This is an optimization exercise on Yosys and OpenROAD, whose aim is small area and a short achievable clock period, not a production implementation.
The clock input has no modelled driver; a real chip could not lean on it and would need a root buffer or a full tree.
Power and IR drop assume default switching activity.

==> v32 <==
==> flow/design.v (excerpt) <==
module mac5 #(parameter WIDTH=32)
   (input logic [(WIDTH/2)-1:0] a,
    input logic [(WIDTH/2)-1:0] b,
    input logic               clk, reset,
    output logic [WIDTH-1:0]  out);
clock: 7.0 ns
lec_check: 0
abc_clock_period_in_ps: 1000
cap_margin: 20
core_margin: 2
core_utilization: 40
setup_slack_margin: 4.7
slew_margin: 20
synth_hierarchical: 1
synth_minimum_keep_size: 0
standard.sh (not shown) runs the stock make flow with config.mk's settings and CLKGATE_MAP_FILE= SYNTH_SCRIPT=/design/flow/synth_recipe.tcl, a recipe that flattens the netlist after the stock synthesis.
==> flow/flow/run.sh <==
#!/bin/bash
# Standard layout (bash standard.sh) with: port buffers of a plain buffer cell,
# sizing not held to the cells' footprints, a clock tree without dummy loads,
# and the root clock buffer removed after CTS, so that the clock port drives the two buffers below it (clock_root.tcl).
# Each tool's output goes to its own log here and under orfs/logs.
set -e
ARGS=(MATCH_CELL_FOOTPRINT=0
  BUFFER_PORTS_ARGS="-buffer_cell sky130_fd_sc_hd__buf_1"
  CTS_ARGS="-sink_clustering_enable -repair_clock_nets -dont_use_dummy_load -sink_clustering_size 30 -sink_clustering_max_diameter 60")
bash standard.sh "${ARGS[@]}" cts > standard_cts.log 2>&1
CTS_DB=$PWD/orfs/results/sky130hd/mac5/base/4_cts.odb openroad -no_init -exit flow/clock_root.tcl > flatten_clock.log 2>&1
bash standard.sh "${ARGS[@]}" finish > standard.log 2>&1
==> flow/flow/clock_root.tcl <==
set db_file $::env(CTS_DB)
read_db $db_file
set block [ord::get_db_block]
set clk_net [$block findNet clk]
set roots {}
foreach it [$clk_net getITerms] { lappend roots [$it getInst] }
foreach root $roots {
  set rout [[$root findITerm X] getNet]
  set sinks {}
  foreach it [$rout getITerms] { if {[$it getInst] ne $root} { lappend sinks $it } }
  puts "removing root [$root getName] ([llength $sinks] sinks)"
  foreach it $sinks { $it disconnect; $it connect $clk_net }
  [$root findITerm A] disconnect
  [$root findITerm X] disconnect
  odb::dbInst_destroy $root
  odb::dbNet_destroy $rout
}
set n 0
foreach it [$clk_net getITerms] { incr n }
puts "clock port now drives $n cell pins"
write_db $db_file
==> v29 (differences from v32) <==
==> flow/flow/run.sh (replaced) <==
#!/bin/bash
# Standard layout (bash standard.sh) with: port buffers of a plain buffer cell;
# sizing not held to the cells' footprints; a fanout limit of 9 for the
# placement repair step (fanout.tcl); a clock tree without dummy loads; and
# the root clock buffer removed after CTS (clock_root.tcl), so that the clock
# port drives the two buffers below it. Each tool's output goes to its own log
# here and under orfs/logs.
set -e
ARGS=(MATCH_CELL_FOOTPRINT=0
  BUFFER_PORTS_ARGS="-buffer_cell sky130_fd_sc_hd__buf_1"
  PRE_RESIZE_TCL=$PWD/flow/fanout.tcl
  CTS_ARGS="-sink_clustering_enable -repair_clock_nets -dont_use_dummy_load -sink_clustering_size 30 -sink_clustering_max_diameter 60")
bash standard.sh "${ARGS[@]}" cts > standard_cts.log 2>&1
CTS_DB=$PWD/orfs/results/sky130hd/mac5/base/4_cts.odb openroad -no_init -exit flow/clock_root.tcl > clock_root.log 2>&1
bash standard.sh "${ARGS[@]}" finish > standard.log 2>&1
==> flow/flow/fanout.tcl (new file) <==
set_max_fanout 9 [current_design]
- SETUP_SLACK_MARGIN: 4.7 -> 4.6
==> results.txt <==
Part of the cycle the worst path needs: v32 31.98%; v29 33.94%
Routed Wire Length: v32 26240 microns; v29 28580 microns
Comb. pwr: v32 2820 uW; v29 2770 uW
Largest stage delay on the critical path: v32 0.35 ns; v29 0.47 ns
CLK BUF: v32 22; v29 19
Setup repair after global routing missed its margin: v32 no; v29 yes
Share of final-layout standard cells stronger than drive strength 1: v32 15.93%; v29 15.05%
Outcome: v32 timing/DRC/antenna clean; v29 timing/DRC/antenna clean
Multi-input gate area in the final layout: v32 6804 sq um; v29 6805 sq um
Fraction of standard cell area in multi-input logic: v32 50.64%; v29 49.40%
Grt met2 use: v32 30.34%; v29 30.77%
Worst Path Arrival: v32 0.84 ns; v29 2.57 ns
Worst reg2reg path startpoint: v32 f; v29 ra[9]
Final weighted congestion in routability-driven placement: v32 0.8362; v29 0.8157
Iteration-0 DRC Markers: v32 649; v29 513
No run of this note included a check of the RTL's function; only the layout flow was run.

==> inputs of 03-07 <==
Starting RTL as in the previous note.
==> flow/config.mk <==
export PLATFORM = sky130hd
export DESIGN_NAME = mac5
export DESIGN_NICKNAME = mac5
export VERILOG_FILES = /design/flow/design.v
export SDC_FILE = /design/flow/constraint.sdc
export NUM_CORES = 4
export LEC_CHECK = 0
export ABC_CLOCK_PERIOD_IN_PS = 1000
export CAP_MARGIN = 20
export CORE_MARGIN = 2
export CORE_UTILIZATION = 40
export SETUP_SLACK_MARGIN = 4.7
export SLEW_MARGIN = 20
export SYNTH_HIERARCHICAL = 1
export SYNTH_MINIMUM_KEEP_SIZE = 0
==> flow/constraint.sdc <==
create_clock -name core_clock -period 7.0 [get_ports {clk}]
set_input_delay 1.4000 -clock core_clock [delete_from_list [all_inputs] [get_ports {clk}]]
set_output_delay 1.4000 -clock core_clock [all_outputs]
set_load 0.01 [all_outputs]
==> flow/flow/run.sh <==
#!/bin/bash
# Standard layout (bash standard.sh) with: port buffers of a plain buffer cell,
# sizing not held to the cells' footprints, a clock tree without dummy loads,
# and the clock tree's middle level removed after CTS (flatten_clock.tcl).
# Each tool's output goes to its own log here and under orfs/logs.
set -e
ARGS=(MATCH_CELL_FOOTPRINT=0
  BUFFER_PORTS_ARGS="-buffer_cell sky130_fd_sc_hd__buf_1"
  CTS_ARGS="-sink_clustering_enable -repair_clock_nets -dont_use_dummy_load -sink_clustering_size 30 -sink_clustering_max_diameter 60")
bash standard.sh "${ARGS[@]}" cts > standard_cts.log 2>&1
CTS_DB=$PWD/orfs/results/sky130hd/mac5/base/4_cts.odb openroad -no_init -exit flow/flatten_clock.tcl > flatten_clock.log 2>&1
bash standard.sh "${ARGS[@]}" finish > standard.log 2>&1
==> flow/flow/flatten_clock.tcl <==
# Removes the middle level of the clock tree that CTS built (the buffers the
# root clock buffer drives), so the root drives the leaf buffers directly.
# Every register keeps the same number of buffers (two) on its clock path.
set db_file $::env(CTS_DB)
read_db $db_file
set block [ord::get_db_block]
set clk_net [$block findNet clk]
set roots {}
foreach it [$clk_net getITerms] { lappend roots [$it getInst] }
foreach root $roots {
  set rout [[$root findITerm X] getNet]
  set mids {}
  foreach it [$rout getITerms] {
    if {[$it isInputSignal] || [[$it getMTerm] getName] eq "A"} {
      set inst [$it getInst]
      if {$inst ne $root && [string match "*clkbuf*" [[$inst getMaster] getName]]} { lappend mids $inst }
    }
  }
  puts "root [$root getName] drives [llength $mids] buffers"
  foreach m $mids {
    set mout [[$m findITerm X] getNet]
    set sinks {}
    foreach it [$mout getITerms] { if {[$it getInst] ne $m} { lappend sinks $it } }
    puts "  removing [$m getName] ([llength $sinks] sinks)"
    foreach it $sinks { $it disconnect; $it connect $rout }
    [$m findITerm A] disconnect
    [$m findITerm X] disconnect
    odb::dbInst_destroy $m
    odb::dbNet_destroy $mout
  }
}
write_db $db_file
==> inputs of 08-25, as changes to 03-07 <==
==> flow/flow/run.sh (replaced) <==
#!/bin/bash
# Standard layout (bash standard.sh) with: port buffers of a plain buffer cell;
# sizing not held to the cells' footprints; larger drive strengths for a few
# registers and the output buffers before CTS (size.tcl); a clock tree without
# dummy loads; and the root clock buffer removed after CTS (clock_root.tcl),
# so that the clock port drives the two buffers below it. Each tool's output
# goes to its own log here and under orfs/logs.
set -e
ARGS=(MATCH_CELL_FOOTPRINT=0
  BUFFER_PORTS_ARGS="-buffer_cell sky130_fd_sc_hd__buf_1"
  PRE_CTS_TCL=$PWD/flow/size.tcl
  CTS_ARGS="-sink_clustering_enable -repair_clock_nets -dont_use_dummy_load -sink_clustering_size 30 -sink_clustering_max_diameter 60")
bash standard.sh "${ARGS[@]}" cts > standard_cts.log 2>&1
CTS_DB=$PWD/orfs/results/sky130hd/mac5/base/4_cts.odb openroad -no_init -exit flow/clock_root.tcl > clock_root.log 2>&1
bash standard.sh "${ARGS[@]}" finish > standard.log 2>&1
==> flow/flow/clock_root.tcl (new file) <==
set db_file $::env(CTS_DB)
read_db $db_file
set block [ord::get_db_block]
set clk_net [$block findNet clk]
set roots {}
foreach it [$clk_net getITerms] { lappend roots [$it getInst] }
foreach root $roots {
  set rout [[$root findITerm X] getNet]
  set sinks {}
  foreach it [$rout getITerms] { if {[$it getInst] ne $root} { lappend sinks $it } }
  puts "removing root [$root getName] ([llength $sinks] sinks)"
  foreach it $sinks { $it disconnect; $it connect $clk_net }
  [$root findITerm A] disconnect
  [$root findITerm X] disconnect
  odb::dbInst_destroy $root
  odb::dbNet_destroy $rout
}
set n 0
foreach it [$clk_net getITerms] { incr n }
puts "clock port now drives $n cell pins"
write_db $db_file
==> flow/flow/size.tcl (new file) <==
# Sourced at the start of ORFS's CTS step (before clock_tree_synthesis, whose
# detailed placement then legalizes): sets the drive strength of the registers
# on the critical paths - the operand and Booth-digit registers, which each
# drive 17 gates, and the output registers - and of the output port buffers.
foreach inst [get_cells *] {
  set n [get_full_name $inst]
  set ref [get_property $inst ref_name]
  if {[regexp {^(ra|bone|btwo|bneg)\[} $n] && [string match sky130_fd_sc_hd__dfxtp_* $ref]} {
    replace_cell $inst sky130_fd_sc_hd__dfxtp_4
  } elseif {[regexp {^out\[} $n] && [string match sky130_fd_sc_hd__dfxtp_* $ref]} {
    replace_cell $inst sky130_fd_sc_hd__dfxtp_2
  } elseif {[string match output* $n] && [string match sky130_fd_sc_hd__buf_* $ref]} {
    replace_cell $inst sky130_fd_sc_hd__buf_2
  }
}
--- a/flow/config.mk
+++ b/flow/config.mk
@@ -9,7 +9,7 @@
 export CAP_MARGIN = 20
 export CORE_MARGIN = 2
 export CORE_UTILIZATION = 40
-export SETUP_SLACK_MARGIN = 4.7
+export SETUP_SLACK_MARGIN = 4.5
 export SLEW_MARGIN = 20
 export SYNTH_HIERARCHICAL = 1
 export SYNTH_MINIMUM_KEEP_SIZE = 0
removed: flow/flow/flatten_clock.tcl
==> inputs of 08-06, as changes to 03-07 <==
==> flow/flow/run.sh (replaced) <==
#!/bin/bash
# Standard layout (bash standard.sh) with: port buffers of a plain buffer cell,
# sizing not held to the cells' footprints, a clock tree without dummy loads,
# and the root clock buffer removed after CTS, so that the clock port drives the two buffers below it (clock_root.tcl).
# Each tool's output goes to its own log here and under orfs/logs.
set -e
ARGS=(MATCH_CELL_FOOTPRINT=0
  BUFFER_PORTS_ARGS="-buffer_cell sky130_fd_sc_hd__buf_1"
  CTS_ARGS="-sink_clustering_enable -repair_clock_nets -dont_use_dummy_load -sink_clustering_size 30 -sink_clustering_max_diameter 60")
bash standard.sh "${ARGS[@]}" cts > standard_cts.log 2>&1
CTS_DB=$PWD/orfs/results/sky130hd/mac5/base/4_cts.odb openroad -no_init -exit flow/clock_root.tcl > flatten_clock.log 2>&1
bash standard.sh "${ARGS[@]}" finish > standard.log 2>&1
==> flow/flow/clock_root.tcl (new file) <==
set db_file $::env(CTS_DB)
read_db $db_file
set block [ord::get_db_block]
set clk_net [$block findNet clk]
set roots {}
foreach it [$clk_net getITerms] { lappend roots [$it getInst] }
foreach root $roots {
  set rout [[$root findITerm X] getNet]
  set sinks {}
  foreach it [$rout getITerms] { if {[$it getInst] ne $root} { lappend sinks $it } }
  puts "removing root [$root getName] ([llength $sinks] sinks)"
  foreach it $sinks { $it disconnect; $it connect $clk_net }
  [$root findITerm A] disconnect
  [$root findITerm X] disconnect
  odb::dbInst_destroy $root
  odb::dbNet_destroy $rout
}
set n 0
foreach it [$clk_net getITerms] { incr n }
puts "clock port now drives $n cell pins"
write_db $db_file
--- a/flow/config.mk
+++ b/flow/config.mk
@@ -9,7 +9,7 @@
 export CAP_MARGIN = 20
 export CORE_MARGIN = 2
 export CORE_UTILIZATION = 40
-export SETUP_SLACK_MARGIN = 4.7
+export SETUP_SLACK_MARGIN = 4.5
 export SLEW_MARGIN = 20
 export SYNTH_HIERARCHICAL = 1
 export SYNTH_MINIMUM_KEEP_SIZE = 0
removed: flow/flow/flatten_clock.tcl
==> qor summary <==
Post-route setup slack: 03-07 4.63 ns; 08-06 4.57 ns; 08-25 4.60 ns
Worst Tran Pin Value: 03-07 0.649 ns; 08-06 0.829 ns; 08-25 0.654 ns
Delay contributed by the slowest stage of the critical path: 03-07 0.33 ns; 08-06 0.86 ns; 08-25 0.52 ns
Sequential share of power: 03-07 0.392; 08-06 0.418; 08-25 0.418
Layout clock buffer count: 03-07 21; 08-06 17; 08-25 17
Seq power: 03-07 2.46 mW; 08-06 2.45 mW; 08-25 2.46 mW
Result of the run: 03-07 finished clean; 08-06 finished clean; 08-25 finished clean
Final critical-path required period: 03-07 2.37 ns; 08-06 2.43 ns; 08-25 2.40 ns
Worst setup path endpoint: 03-07 out[7]; 08-06 q2_12_0$_DFF_P_; 08-25 q2_22_0$_DFF_P_
Critical R2R Launch: 03-07 f$_DFF_PN0_; 08-06 ra[2]$_DFF_P_; 08-25 f$_DFF_PN0_
Kind of end point of the critical path: 03-07 output pin; 08-06 flip-flop; 08-25 flip-flop
Depth of the critical timing path with buffers and inverters included: 03-07 1; 08-06 4; 08-25 5
Cell at the slowest stage of the critical path: 03-07 sky130_fd_sc_hd__dfxtp_2; 08-06 sky130_fd_sc_hd__dfxtp_1; 08-25 sky130_fd_sc_hd__fa_1
Crit path max fanout: 03-07 2; 08-06 17; 08-25 32
Worst slew slack as a fraction of its limit: 03-07 0.567; 08-06 0.446; 08-25 0.563
Share of cells above drive strength 1: 03-07 0.163; 08-06 0.0475; 08-25 0.137
Post-DR vias/cell: 03-07 5.11; 08-06 5.08; 08-25 5.11
R2r endpoint: 03-07 q2_22_0$_DFF_P_; 08-06 q2_12_0$_DFF_P_; 08-25 q2_22_0$_DFF_P_
Worst path buffer plus inverter count: 03-07 1; 08-06 0; 08-25 1
Total net switching power: 03-07 2.26 mW; 08-06 2.17 mW; 08-25 2.17 mW
Skew final: 03-07 0.0529 ns; 08-06 0.0514 ns; 08-25 0.0493 ns
Reg2reg path depth: 03-07 5; 08-06 4; 08-25 5
Fraction of area in registers: 03-07 0.355; 08-06 0.368; 08-25 0.376
Unrepaired setup endpoints after global routing: 03-07 yes; 08-06 no; 08-25 no
Number of ordinary and repair buffers in the finished layout: 03-07 97; 08-06 66; 08-25 66
No functional check of the RTL was part of any run of this note.

==> separate check: timing with driven ports <==
The results above use ideal ports. As a check the final layouts listed here were re-extracted and re-timed, cells and wires unchanged.
Step 1 assumes that a clkbuf_16 drives the clock port and a buf_2 every other input.
Step 2 moves the port delays by t, midway between the first and last clock arrival at a register: inputs arrive t later, outputs are due t later. That takes back most of the time a late clock gives input paths.
a / b / c = ideal / step 1 / step 2; a / b = the first two.
| run | shift t [ns] | setup WS [ns] | hold slack, ns | latest minus earliest clock arrival (ns) | slew at the worst register clock pin (ns) |
|---|---|---|---|---|---|
| v32 | 0.433 | 4.761 / 4.696 / 4.786 | 0.326 / 0.326 / 0.326 | 0.050 / 0.050 | 0.09 / 0.09 |
| v29 | 0.420 | 4.624 / 4.624 / 4.624 | 0.273 / 0.273 / 0.273 | 0.076 / 0.076 | 0.09 / 0.09 |
| 03-07 | 0.544 | 4.632 / 4.584 / 4.777 | 0.326 / 0.326 / 0.326 | 0.053 / 0.053 | 0.09 / 0.09 |
| 08-25 | 0.412 | 4.605 / 4.605 / 4.605 | 0.307 / 0.307 / 0.307 | 0.049 / 0.049 | 0.09 / 0.09 |
| 08-06 | 0.417 | 4.574 / 4.574 / 4.574 | 0.311 / 0.311 / 0.311 | 0.051 / 0.051 | 0.09 / 0.09 |
After both steps setup and hold are still met in every run listed.
